What follows belongs to an exercise in optimizing a design on an open flow for small area; a production flow would make more cautious choices. Where RTL was checked, it was by simulation tests only, not by an equivalence proof against the original. Power figures rest on the tool's default switching activity, not on a simulated workload.

==> run C <==
==> flow/design.v <==
`timescale 1ns / 1ps
module can_tx(
    input             clk,
    input             rst,
    input             start,
    input      [10:0] id,
    input      [3:0]  dlc,
    input      [63:0] data,
    output            busy,
    output reg        done,
    output            fin,
    output            fin_odd,
    output reg [10:0] f_id,
    output reg [3:0]  f_dlc,
    output reg [63:0] f_data
);
reg        c_valid;
reg [10:0] c_id;
reg [3:0]  c_dlc;
reg [63:0] c_data;
always @(posedge clk) begin
    c_id   <= id;
    c_dlc  <= dlc;
    c_data <= data;
end
reg c_hold;
always @(posedge clk or posedge rst) begin
    if (rst) begin
        c_valid <= 1'b0;
        c_hold  <= 1'b1;
    end else begin
        c_valid <= start;
        c_hold  <= ~start;
    end
end
wire [7:0] bload;    
genvar g;
generate
    for (g = 0; g < 8; g = g + 1) begin : bl
        assign bload[g] = c_valid & (c_dlc > g);
    end
endgenerate
wire [63:0] dload;
assign dload = {{8{bload[7]}}, {8{bload[6]}}, {8{bload[5]}}, {8{bload[4]}},
                {8{bload[3]}}, {8{bload[2]}}, {8{bload[1]}}, {8{bload[0]}}};
always @(posedge clk) begin
    f_id   <= (f_id   & {11{c_hold}}) | (c_id   & {11{c_valid}});
    f_dlc  <= (f_dlc  & {4{c_hold}})  | (c_dlc  & {4{c_valid}});
    f_data <= (f_data & {64{c_hold}}) | (c_data & dload);
    f_crc  <= (f_crc  & c_hold) | ((c_id[0] ^ c_dlc[0] ^ c_data[0]) & c_valid);
end
reg       f_crc;
reg [6:0] q;
reg [2:0] cons;      
reg       last;      
assign busy = (q >= 7'd6);
wire [4:0] v = {1'b0, q[6:3]} - {1'b0, f_dlc};
wire [2:0] byte_sel = q[5:3] - 3'd3;
wire [5:0] data_idx = {byte_sel, ~q[2:0]};
wire       data_bit = f_data[data_idx] & (q < 7'd88);
reg nb;              
always @(*) begin
    if (q < 7'd24) begin
        if (q <= 7'd16)      nb = f_id[5'd16 - q[4:0]];
        else if (q <= 7'd19) nb = 1'b0;
        else                 nb = f_dlc[5'd23 - q[4:0]];
    end else begin
        nb = data_bit
           | (f_crc & (v == 5'd3) & (q[2:0] == 3'd0))
           | (~v[4] & ((v >= 5'd5) | ((v == 5'd4) & (q[2:0] == 3'd7))));
    end
end
wire stuff = (cons == 3'd5);
assign fin     = busy & (v == 5'd5) & (q[2:0] == 3'd6);
assign fin_odd = cons[0];
always @(posedge clk or posedge rst) begin
    if (rst) begin
        q    <= 7'd0;
        done <= 1'b0;
    end else begin
        done <= fin;
        if (c_valid)
            q <= 7'd3;
        else if (fin)
            q <= 7'd0;
        else if (q != 7'd0 && !(busy && stuff))
            q <= q + 7'd1;
    end
end
always @(posedge clk) begin
    if (c_valid) begin
        cons <= 3'd1;          
        last <= 1'b0;
    end else if (busy) begin
        if (stuff) begin
            cons <= 3'd1;
            last <= ~last;
        end else begin
            cons <= (nb == last) ? cons + 3'd1 : 3'd1;
            last <= nb;
        end
    end
end
endmodule
`timescale 1ns / 1ps
module can_rx(
    input             clk,
    input             rst,
    input             fin,
    input             fin_odd,
    input             done,
    input      [10:0] f_id,
    input      [3:0]  f_dlc,
    input      [63:0] f_data,
    output     [10:0] rx_id,
    output     [3:0]  rx_dlc,
    output     [63:0] rx_data,
    output reg        rx_valid
);
always @(posedge clk or posedge rst) begin
    if (rst)
        rx_valid <= 1'b0;
    else
        rx_valid <= (fin & fin_odd) | (done & ~rx_valid);
end
assign rx_id   = f_id;
assign rx_dlc  = f_dlc;
assign rx_data = f_data;
endmodule
`timescale 1ns / 1ps
module can_top (
    input clk,
    input rst,
    input tx_start,
    input [10:0] tx_id,
    input [3:0] tx_dlc,
    input [63:0] tx_data,
    output tx_busy,
    output tx_done,
    output [10:0] rx_id,
    output [3:0] rx_dlc,
    output [63:0] rx_data,
    output rx_valid
);
wire        fin;        
wire        fin_odd;    
wire [10:0] f_id;
wire [3:0]  f_dlc;
wire [63:0] f_data;
can_tx tx_module (
    .clk(clk), .rst(rst),
    .start(tx_start), .id(tx_id),
    .dlc(tx_dlc), .data(tx_data),
    .busy(tx_busy), .done(tx_done),
    .fin(fin), .fin_odd(fin_odd),
    .f_id(f_id), .f_dlc(f_dlc), .f_data(f_data)
);
can_rx rx_module (
    .clk(clk), .rst(rst),
    .fin(fin), .fin_odd(fin_odd), .done(tx_done),
    .f_id(f_id), .f_dlc(f_dlc), .f_data(f_data),
    .rx_id(rx_id), .rx_dlc(rx_dlc),
    .rx_data(rx_data), .rx_valid(rx_valid)
);
endmodule
==> flow/flow/run.sh <==
#!/bin/bash
# Standard ORFS layout with small port buffers and a light clock tree.
set -euo pipefail
export BUFFER_PORTS_ARGS="-buffer_cell sky130_fd_sc_hd__buf_1"
export CTS_ARGS="-sink_clustering_enable -repair_clock_nets -dont_use_dummy_load -buf_list sky130_fd_sc_hd__clkbuf_8 -root_buf sky130_fd_sc_hd__clkbuf_8"
bash standard.sh > standard.log 2>&1
==> flow/standard.sh <==
#!/bin/bash
# synth_recipe.tcl (not shown) runs the flow's synth.tcl, then flattens the netlist and writes it again
# the make line also repeats each setting of config.mk as NAME=value (left out here)
make -C /OpenROAD-flow-scripts/flow DESIGN_CONFIG=/design/flow/config.mk WORK_HOME=/design/flow/orfs CLKGATE_MAP_FILE= SYNTH_SCRIPT=/design/flow/synth_recipe.tcl "${@:-finish}"
==> flow/config.mk <==
export PLATFORM = sky130hd
export DESIGN_NAME = can_top
export DESIGN_NICKNAME = can_top
export VERILOG_FILES = /design/flow/design.v
export SDC_FILE = /design/flow/constraint.sdc
export NUM_CORES = 4
export LEC_CHECK = 0
export CAP_MARGIN = 20
export CORE_MARGIN = 2
export CORE_UTILIZATION = 40
export SLEW_MARGIN = 20
==> flow/constraint.sdc <==
create_clock -name core_clock -period 5.0 [get_ports {clk}]
set_input_delay 1.0000 -clock core_clock [delete_from_list [all_inputs] [get_ports {clk}]]
set_output_delay 1.0000 -clock core_clock [all_outputs]
set_load 0.01 [all_outputs]
==> run P (differences from run C) <==
==> flow/design.v, changed modules only <==
module can_tx(
    input             clk,
    input             rst,
    input             start,
    input      [10:0] id,
    input      [3:0]  dlc,
    input      [63:0] data,
    output            busy,
    output reg        done,
    output            fin,
    output            fin_odd,
    output reg [10:0] f_id,
    output reg [3:0]  f_dlc,
    output reg [63:0] f_data
);
reg        c_valid;
reg [10:0] c_id;
reg [3:0]  c_dlc;
reg [63:0] c_data;
always @(posedge clk) begin
    c_id   <= id;
    c_dlc  <= dlc;
    c_data <= data;
end
reg c_hold;
always @(posedge clk or posedge rst) begin
    if (rst) begin
        c_valid <= 1'b0;
        c_hold  <= 1'b1;
    end else begin
        c_valid <= start;
        c_hold  <= ~start;
    end
end
wire [7:0] bload;    
genvar g;
generate
    for (g = 0; g < 8; g = g + 1) begin : bl
        assign bload[g] = c_valid & (c_dlc > g);
    end
endgenerate
wire [63:0] dload;
assign dload = {{8{bload[7]}}, {8{bload[6]}}, {8{bload[5]}}, {8{bload[4]}},
                {8{bload[3]}}, {8{bload[2]}}, {8{bload[1]}}, {8{bload[0]}}};
always @(posedge clk) begin
    f_id   <= (f_id   & {11{c_hold}}) | (c_id   & {11{c_valid}});
    f_dlc  <= (f_dlc  & {4{c_hold}})  | (c_dlc  & {4{c_valid}});
    f_data <= (f_data & {64{c_hold}}) | (c_data & dload);
    f_crc  <= (f_crc  & c_hold) | ((c_id[0] ^ c_dlc[0] ^ c_data[0]) & c_valid);
end
reg       f_crc;
reg [6:0] q;
reg [2:0] run;       
reg       last;      
assign busy = (q >= 7'd6);
wire [4:0] v = {1'b0, q[6:3]} - {1'b0, f_dlc};
function mux4(input [3:0] a, input [1:0] s);
    mux4 = s[1] ? (s[0] ? a[3] : a[2]) : (s[0] ? a[1] : a[0]);
endfunction
wire [63:0] dvec;
genvar p;
generate
    for (p = 0; p < 64; p = p + 1) begin : dv
        assign dvec[p] = f_data[8 * (((p / 8) + 5) % 8) + 7 - (p % 8)];
    end
endgenerate
wire [15:0] dm1;
wire [3:0]  dm2;
generate
    for (p = 0; p < 16; p = p + 1) begin : m1
        assign dm1[p] = mux4(dvec[4*p +: 4], q[1:0]);
    end
    for (p = 0; p < 4; p = p + 1) begin : m2
        assign dm2[p] = mux4(dm1[4*p +: 4], q[3:2]);
    end
endgenerate
wire data_bit = mux4(dm2, q[5:4]) & (q < 7'd88);
wire [31:0] hvec = {8'b0, f_dlc[0], f_dlc[1], f_dlc[2], f_dlc[3], 3'b000,
                    f_id[0], f_id[1], f_id[2], f_id[3], f_id[4], f_id[5],
                    f_id[6], f_id[7], f_id[8], f_id[9], f_id[10], 6'b0};
wire [7:0] hm1;
generate
    for (p = 0; p < 8; p = p + 1) begin : h1
        assign hm1[p] = mux4(hvec[4*p +: 4], q[1:0]);
    end
endgenerate
wire [1:0] hm2 = {mux4(hm1[7:4], q[3:2]), mux4(hm1[3:0], q[3:2])};
reg nb;              
always @(*) begin
    if (q < 7'd24)
        nb = q[4] ? hm2[1] : hm2[0];
    else
        nb = data_bit
           | (f_crc & (v == 5'd3) & (q[2:0] == 3'd0))
           | (~v[4] & ((v >= 5'd5) | ((v == 5'd4) & (q[2:0] == 3'd7))));
end
wire stuff = (run == 3'b110);
assign fin     = busy & (v == 5'd5) & (q[2:0] == 3'd6);
assign fin_odd = run[1];
always @(posedge clk or posedge rst) begin
    if (rst) begin
        q    <= 7'd0;
        done <= 1'b0;
    end else begin
        done <= fin;
        if (c_valid)
            q <= 7'd3;
        else if (fin)
            q <= 7'd0;
        else if (q != 7'd0 && !(busy && stuff))
            q <= q + 7'd1;
    end
end
always @(posedge clk) begin
    if (c_valid) begin
        run  <= 3'b000;        
        last <= 1'b0;
    end else if (busy) begin
        if (stuff) begin
            run  <= 3'b000;
            last <= ~last;
        end else begin
            run  <= (nb == last) ? {run[1:0], ~run[2]} : 3'b000;
            last <= nb;
        end
    end
end
endmodule
==> flow/flow/run.sh (replaced) <==
#!/bin/bash
# Standard ORFS layout with small port buffers and a light clock tree.
set -euo pipefail
export BUFFER_PORTS_ARGS="-buffer_cell sky130_fd_sc_hd__buf_1"
export CTS_ARGS="-sink_clustering_enable -repair_clock_nets -dont_use_dummy_load -buf_list sky130_fd_sc_hd__clkbuf_8 -root_buf sky130_fd_sc_hd__clkbuf_8 -sink_clustering_size 24"
bash standard.sh > standard.log 2>&1
==> run K (differences from run C) <==
==> flow/design.v, changed modules only <==
module can_tx(
    input             clk,
    input             rst,
    input             start,
    input      [10:0] id,
    input      [3:0]  dlc,
    input      [63:0] data,
    output            busy,
    output reg        done,
    output            fin,
    output            fin_odd,
    output reg [10:0] f_id,
    output reg [3:0]  f_dlc,
    output reg [63:0] f_data
);
reg        c_valid;
reg [10:0] c_id;
reg [3:0]  c_dlc;
reg [63:0] c_data;
always @(posedge clk) begin
    c_id   <= id;
    c_dlc  <= dlc;
    c_data <= data;
end
always @(posedge clk or posedge rst) begin
    if (rst) c_valid <= 1'b0;
    else     c_valid <= start;
end
integer k;
always @(posedge clk) begin
    if (c_valid) begin
        f_id  <= c_id;
        f_dlc <= c_dlc;
        for (k = 0; k < 64; k = k + 1)
            f_data[k] <= c_data[k] & ((k < 8) ? (k == 0 || c_dlc != 4'd0) : ((k / 8) < c_dlc));
    end
end
reg [6:0] q;
reg [2:0] cons;      
reg       last;      
assign busy = (q >= 7'd6);
wire [4:0] v = {1'b0, q[6:3]} - {1'b0, f_dlc};
wire [2:0] byte_sel = q[5:3] - 3'd3;
wire [5:0] data_idx = {byte_sel, ~q[2:0]};
wire       data_bit = f_data[data_idx] & (data_idx != 6'd0 || f_dlc != 4'd0);
wire crc = f_id[0] ^ f_dlc[0] ^ f_data[0];
reg nb;              
always @(*) begin
    if (q < 7'd24) begin
        if (q <= 7'd16)      nb = f_id[5'd16 - q[4:0]];
        else if (q <= 7'd19) nb = 1'b0;
        else                 nb = f_dlc[5'd23 - q[4:0]];
    end else if (v[4] || v < 5'd3) begin
        nb = data_bit;
    end else if (v == 5'd3) begin
        nb = (q[2:0] == 3'd0) ? crc : 1'b0;
    end else if (v == 5'd4) begin
        nb = (q[2:0] == 3'd7);
    end else begin
        nb = 1'b1;
    end
end
wire stuff = (cons == 3'd5);
assign fin     = busy & (v == 5'd5) & (q[2:0] == 3'd6);
assign fin_odd = cons[0];
always @(posedge clk or posedge rst) begin
    if (rst) begin
        q    <= 7'd0;
        cons <= 3'd0;
        last <= 1'b0;
        done <= 1'b0;
    end else begin
        done <= fin;
        if (c_valid) begin
            q    <= 7'd3;
            cons <= 3'd1;      
            last <= 1'b0;
        end else if (fin) begin
            q <= 7'd0;
        end else if (busy) begin
            if (stuff) begin
                cons <= 3'd1;
                last <= ~last;
            end else begin
                cons <= (nb == last) ? cons + 3'd1 : 3'd1;
                last <= nb;
                q    <= q + 7'd1;
            end
        end else if (q != 7'd0) begin
            q <= q + 7'd1;
        end
    end
end
endmodule
module can_rx(
    input             clk,
    input             rst,
    input             fin,
    input             fin_odd,
    input             done,
    input      [10:0] f_id,
    input      [3:0]  f_dlc,
    input      [63:0] f_data,
    output     [10:0] rx_id,
    output     [3:0]  rx_dlc,
    output     [63:0] rx_data,
    output reg        rx_valid
);
always @(posedge clk or posedge rst) begin
    if (rst)
        rx_valid <= 1'b0;
    else
        rx_valid <= (fin & fin_odd) | (done & ~rx_valid);
end
assign rx_id   = f_id;
assign rx_dlc  = f_dlc;
assign rx_data = {f_data[63:1], f_data[0] & (f_dlc != 4'd0)};
endmodule
==> flow/flow/run.sh (replaced) <==
#!/bin/bash
# Standard ORFS layout with smaller port buffers and a lighter clock tree.
set -euo pipefail
export BUFFER_PORTS_ARGS="-buffer_cell sky130_fd_sc_hd__buf_1"
export CTS_ARGS="-sink_clustering_enable -repair_clock_nets -dont_use_dummy_load"
bash standard.sh > standard.log 2>&1
CTS_BUF_LIST = sky130_fd_sc_hd__clkbuf_4   (was not set)
==> run R (differences from run C) <==
==> flow/design.v, changed modules only <==
module can_tx(
    input             clk,
    input             rst,
    input             start,
    input      [10:0] id,
    input      [3:0]  dlc,
    input      [63:0] data,
    output            busy,
    output reg        done,
    output            fin,
    output            fin_odd,
    output reg [10:0] f_id,
    output reg [3:0]  f_dlc,
    output reg [63:0] f_data
);
reg        c_valid;
reg [10:0] c_id;
reg [3:0]  c_dlc;
reg [63:0] c_data;
always @(posedge clk) begin
    c_id   <= id;
    c_dlc  <= dlc;
    c_data <= data;
end
always @(posedge clk or posedge rst) begin
    if (rst) c_valid <= 1'b0;
    else     c_valid <= start;
end
integer k;
always @(posedge clk) begin
    if (c_valid) begin
        f_id  <= c_id;
        f_dlc <= c_dlc;
        for (k = 0; k < 64; k = k + 1)
            f_data[k] <= c_data[k] & ((k < 8) ? (k == 0 || c_dlc != 4'd0) : ((k / 8) < c_dlc));
    end
end
reg [6:0] q;
reg [2:0] cons;      
reg       last;      
assign busy = (q >= 7'd6);
wire [4:0] v = {1'b0, q[6:3]} - {1'b0, f_dlc};
wire [2:0] byte_sel = q[5:3] - 3'd3;
wire [5:0] data_idx = {byte_sel, ~q[2:0]};
wire       data_bit = f_data[data_idx] & (data_idx != 6'd0 || f_dlc != 4'd0);
wire crc = f_id[0] ^ f_dlc[0] ^ f_data[0];
reg nb;              
always @(*) begin
    if (q < 7'd24) begin
        if (q <= 7'd16)      nb = f_id[5'd16 - q[4:0]];
        else if (q <= 7'd19) nb = 1'b0;
        else                 nb = f_dlc[5'd23 - q[4:0]];
    end else if (v[4] || v < 5'd3) begin
        nb = data_bit;
    end else if (v == 5'd3) begin
        nb = (q[2:0] == 3'd0) ? crc : 1'b0;
    end else if (v == 5'd4) begin
        nb = (q[2:0] == 3'd7);
    end else begin
        nb = 1'b1;
    end
end
wire stuff = (cons == 3'd5);
assign fin     = busy & (v == 5'd5) & (q[2:0] == 3'd6);
assign fin_odd = cons[0];
always @(posedge clk or posedge rst) begin
    if (rst) begin
        q    <= 7'd0;
        cons <= 3'd0;
        last <= 1'b0;
        done <= 1'b0;
    end else begin
        done <= fin;
        if (c_valid) begin
            q    <= 7'd3;
            cons <= 3'd1;      
            last <= 1'b0;
        end else if (fin) begin
            q <= 7'd0;
        end else if (busy) begin
            if (stuff) begin
                cons <= 3'd1;
                last <= ~last;
            end else begin
                cons <= (nb == last) ? cons + 3'd1 : 3'd1;
                last <= nb;
                q    <= q + 7'd1;
            end
        end else if (q != 7'd0) begin
            q <= q + 7'd1;
        end
    end
end
endmodule
module can_rx(
    input             clk,
    input             rst,
    input             fin,
    input             fin_odd,
    input             done,
    input      [10:0] f_id,
    input      [3:0]  f_dlc,
    input      [63:0] f_data,
    output     [10:0] rx_id,
    output     [3:0]  rx_dlc,
    output     [63:0] rx_data,
    output reg        rx_valid
);
always @(posedge clk or posedge rst) begin
    if (rst)
        rx_valid <= 1'b0;
    else
        rx_valid <= (fin & fin_odd) | (done & ~rx_valid);
end
assign rx_id   = f_id;
assign rx_dlc  = f_dlc;
assign rx_data = {f_data[63:1], f_data[0] & (f_dlc != 4'd0)};
endmodule
==> flow/run.sh (new file) <==
#!/bin/bash
# synth_recipe.tcl (not shown) runs the flow's synth.tcl, then flattens the netlist and writes it again
# the make line also repeats each setting of config.mk as NAME=value (left out here)
make -C /OpenROAD-flow-scripts/flow DESIGN_CONFIG=/design/flow/config.mk WORK_HOME=/design/flow/orfs CLKGATE_MAP_FILE= SYNTH_SCRIPT=/design/flow/synth_recipe.tcl finish
removed: flow/flow/run.sh
removed: flow/standard.sh
==> comparison table <==
item                                                                                  run C              run R              run K                     run P
Result of the run                                                            finished clean     finished clean     finished clean            finished clean
Area used by multi-input combinational logic                                       2112 µm²           1804 µm²           1804 µm²                  2026 µm²
Number of core rows                                                                      44                 47                 47                        43
Critical Path RT                                                                    4000 ps            5310 ps            5290 ps                   4000 ps
Hold-critical path endpoint                                            tx_module.f_data[37]  tx_module.f_id[0]  tx_module.f_id[1]      tx_module.f_data[10]
Clk latency of the worst-skew pair                                                   450 ps             420 ps             410 ps                    450 ps
Flop2flop setup slack                                                               1890 ps            1470 ps            1590 ps                   2100 ps
Most frequent cell after synthesis                                 sky130_fd_sc_hd__dfxtp_1                  -                  -  sky130_fd_sc_hd__dfxtp_1
Combinational cell fraction of total power                                            22.4%              20.8%              19.7%                     18.5%
End point of the critical path                                                      tx_busy  tx_module.cons[1]  tx_module.cons[1]                   tx_busy
Post-DP Area                                                                       6574 µm²           8098 µm²           7071 µm²                  6462 µm²
Combinational group power                                                        0.000690 W         0.000792 W         0.000674 W                0.000539 W
Final clock period utilization by the worst path                                     62.66%             70.55%             68.18%                    63.73%
Worst reg2reg path startpoint                                                tx_module.q[0]     tx_module.q[3]     tx_module.q[3]            tx_module.q[1]
Final standard cell count with taps included and fillers excluded                       799                835                820                       775
Hold wc startpoint                                                     tx_module.c_data[37]  tx_module.c_id[0]  tx_module.c_id[1]      tx_module.c_data[10]
Only the layout flow was run in run C; the RTL was not checked for function there.

[re-timing with driven ports]
How much do the figures lean on ideal ports? The routed layouts below were timed once more, with nothing changed but the port constraints.
Step 1: set_driving_cell puts a clkbuf_16 on clk and a buf_2 on each other input, an assumption about the parent block.
Step 2 moves the port delays by t, midway between the first and last clock arrival at a register: inputs arrive t later, outputs are due t later. That takes back most of the time a late clock gives input paths.
a / b / c = ideal / step 1 / step 2; a / b = the first two.
run	shift t [ns]	setup WS [ns]	worst setup path at the end	latest minus earliest clock arrival (ns)	worst register clock-pin slew, ns
run C	0.471	1.867 / 1.831 / 1.888	register to register	0.029 / 0.030	0.09 / 0.09
run P	0.474	1.813 / 1.776 / 2.104	register to register	0.018 / 0.019	0.08 / 0.08
run K	0.442	1.591 / 1.591 / 1.591	register to register	0.019 / 0.018	0.06 / 0.06
run R	0.457	1.472 / 1.472 / 1.472	register to register	0.016 / 0.016	0.06 / 0.06
After both steps every run listed still meets setup and hold.
